This design comes from an exercise in tuning for a short achievable clock period and few clock cycles on the open sky130 flow, not from production work.
RTL that was checked went through simulation tests only; none was proved equivalent to the original.
Power is estimated from default activity; no workload was simulated.

==> inputs of run Z <==
// my_cpu
module my_cpu(input clk,reset,
output[5:0] address,
output memWr,
output[7:0] writedata,
input [7:0] readdata,IN,
output [7:0] OUT,
output halted
);
reg oper;            
reg data;            
reg [1:0] kind;      
reg [5:0] addr;      
reg [5:0] ret;       
reg [7:0] A, OUTr;
reg [7:0] R [0:7];
reg wr, hlt;
reg [5:0] lastpc;    
reg       c_v [0:1];
reg [5:0] c_tag [0:1];
reg [5:0] c_qa [0:1];
reg [7:0] c_d [0:1];
reg       c_lru;     
assign address = addr;
assign memWr = wr;
assign writedata = A;
assign OUT = OUTr;
assign halted = hlt;
wire [7:0] d = readdata;
wire [3:0] hi = d[7:4];
wire [3:0] lo = d[3:0];
wire fetch = !oper && !data;
wire [7:0] r_val [0:7];
wire [7:0] r_and [0:7];
wire [7:0] r_or  [0:7];
wire [7:0] r_add [0:7];
wire [7:0] r_sub [0:7];
genvar gi;
generate for (gi = 0; gi < 8; gi = gi + 1) begin : pre
	assign r_val[gi] = R[gi];
	assign r_and[gi] = A & R[gi];
	assign r_or[gi]  = A | R[gi];
	assign r_add[gi] = A + R[gi];
	assign r_sub[gi] = A - R[gi];
end endgenerate
wire [7:0] u_not  = ~A;
wire [7:0] u_inc  = A + 8'd1;
wire [7:0] u_dec  = A - 8'd1;
wire [7:0] u_shl  = {A[6:0], 1'b0};
wire [7:0] u_shr  = {1'b0, A[7:1]};
  ...
Settings: LEC_CHECK=0, CAP_MARGIN=20, CORE_MARGIN=2, CORE_UTILIZATION=40, SETUP_SLACK_MARGIN=3.0, SLEW_MARGIN=20; clock period 5.0 ns.
run.sh (not shown) runs the stock make flow with config.mk's settings and CLKGATE_MAP_FILE= SYNTH_SCRIPT=/design/flow/synth_recipe.tcl, a recipe that flattens the netlist after the stock synthesis.
==> run M (differences from run Z) <==
--- a/flow/design.v
+++ b/flow/design.v
@@ -504,20 +504,14 @@
 reg data;            
 reg [1:0] kind;      
 reg [5:0] addr;      
 reg [5:0] ret;       
 reg [7:0] A, OUTr;
 reg [7:0] R [0:7];
 reg wr, hlt;
-reg [5:0] lastpc;    
-reg       c_v [0:1];
-reg [5:0] c_tag [0:1];
-reg [5:0] c_qa [0:1];
-reg [7:0] c_d [0:1];
-reg       c_lru;     
 assign address = addr;
 assign memWr = wr;
 assign writedata = A;
 assign OUT = OUTr;
 assign halted = hlt;
 wire [7:0] d = readdata;
 wire [3:0] hi = d[7:4];
@@ -603,69 +597,43 @@
 end endgenerate
 reg [5:0] rel_addr;
 always @(*) begin
 	rel_addr = 6'd0;
 	for (i = 0; i < 16; i = i + 1)
 		rel_addr = rel_addr | ({6{lo == i}} & a_rel[i]);
 end
-wire hit0 = c_v[0] && c_tag[0] == addr;
-wire hit1 = c_v[1] && c_tag[1] == addr;
-wire chit = hit0 | hit1;
-wire [7:0] cdat = hit0 ? c_d[0] : c_d[1];
-wire use_c = chit && two_byte;
 always @(posedge clk) begin
 	if (reset) begin
 		oper <= 1'b0; data <= 1'b0; kind <= 2'd0;
 		addr <= 6'd0; ret <= 6'd0;
 		A <= 8'd0; OUTr <= 8'd0;
 		for (i = 0; i < 8; i = i + 1) R[i] <= 8'd0;
 		wr <= 1'b0; hlt <= 1'b0;
-		lastpc <= 6'd0; c_lru <= 1'b0;
-		for (i = 0; i < 2; i = i + 1) begin
-			c_v[i] <= 1'b0; c_tag[i] <= 6'd0; c_qa[i] <= 6'd0; c_d[i] <= 8'd0;
-		end
 	end else if (!hlt) begin
 		if (fetch) begin
 			if (a_alu) A <= a_fetch;
 			if (op_sta) R[d[2:0]] <= A;
 			if (op_out) OUTr <= A;
 			if (op_hlt) hlt <= 1'b1;
-			lastpc <= addr;
+			oper <= two_byte;
 			kind <= (hi == 4'h5) ? 2'd0 : (hi == 4'h3) ? 2'd2 : (hi == 4'h4) ? 2'd3 : 2'd1;
-			ret <= a_p2;
-			if (use_c) begin
-				c_lru <= hit0;
-				oper <= 1'b0;
-				if (hi == 4'h5) begin A <= cdat; addr <= a_p2; end
-				else if (hi == 4'h3) begin addr <= cdat[5:0]; data <= 1'b1; end
-				else if (hi == 4'h4) begin addr <= cdat[5:0]; data <= 1'b1; wr <= 1'b1; end
-				else addr <= cdat[5:0];
-			end else begin
-				oper <= two_byte;
-				if (abs_skip) addr <= a_p2;
-				else if (rel_take) addr <= rel_addr;
-				else addr <= a_p1;
-			end
+			if (abs_skip) addr <= a_p2;
+			else if (rel_take) addr <= rel_addr;
+			else addr <= a_p1;
 		end else if (oper) begin
 			oper <= 1'b0;
 			ret <= a_p1;
-			c_v[c_lru] <= 1'b1; c_tag[c_lru] <= lastpc; c_qa[c_lru] <= addr; c_d[c_lru] <= d;
-			c_lru <= !c_lru;
 			case (kind)
 			2'd0: begin A <= d; addr <= a_p1; end
 			2'd1: addr <= d[5:0];
 			2'd2: begin addr <= d[5:0]; data <= 1'b1; end
 			2'd3: begin addr <= d[5:0]; data <= 1'b1; wr <= 1'b1; end
 			endcase
 		end else begin
 			data <= 1'b0;
 			wr <= 1'b0;
-			if (wr) begin
-				for (i = 0; i < 2; i = i + 1)
-					if (c_qa[i] == addr) c_v[i] <= 1'b0;
-			end
 			addr <= ret;
 			if (kind == 2'd2) A <= d;
 		end
 	end
 end
 endmodule
==> flow/config.mk (replaced) <==
export PLATFORM = sky130hd
export DESIGN_NAME = my_cpu
export DESIGN_NICKNAME = my_cpu
export VERILOG_FILES = /design/flow/design.v
export SDC_FILE = /design/flow/constraint.sdc
export NUM_CORES = 4
export LEC_CHECK = 0
export CAP_MARGIN = 20
export CORE_MARGIN = 2
export CORE_UTILIZATION = 40
export SLEW_MARGIN = 20
==> notes <==
Between run M and run Z, the lower synthesized area is in run M (gap 16%, measured against run Z). In run Z the clock power is larger than in run M, by 78%. In run Z the critical path depth is lower than in run M, by 1. Of run M and run Z, run Z has the higher die area (gap about 16%, measured against run Z).
Testbench counts of run M, summed over its fixed seeds: cycles 54,795.
Only the layout flow was run in run Z; the RTL was not checked for function there.

-- static timing again, ports no longer ideal --
The flow's constraints put no driver on any port. The routed layouts listed below were extracted and timed again, unchanged, in two steps. Step 1, drivers: a clkbuf_16 drives clk and a buf_2 each remaining input, both assumed. Step 2, shift: input delay + t, output delay - t, t = (earliest + latest rising clock arrival at the registers) / 2. This alone moves slack from input paths to output paths. a / b / c = no drivers / after step 1 / after step 2; a / b = the first two.
run	t (ns)	setup slack, ns	clock arrival spread, ns
run Z	0.555	1.949 / 1.933 / 1.378	0.016 / 0.016
run M	0.447	1.156 / 1.156 / 1.013	0.014 / 0.013
After both steps setup and hold are still met in every run listed. The setup slack of run Z, which loses most, moves by -0.016 ns with the drivers and by -0.571 ns with both steps.
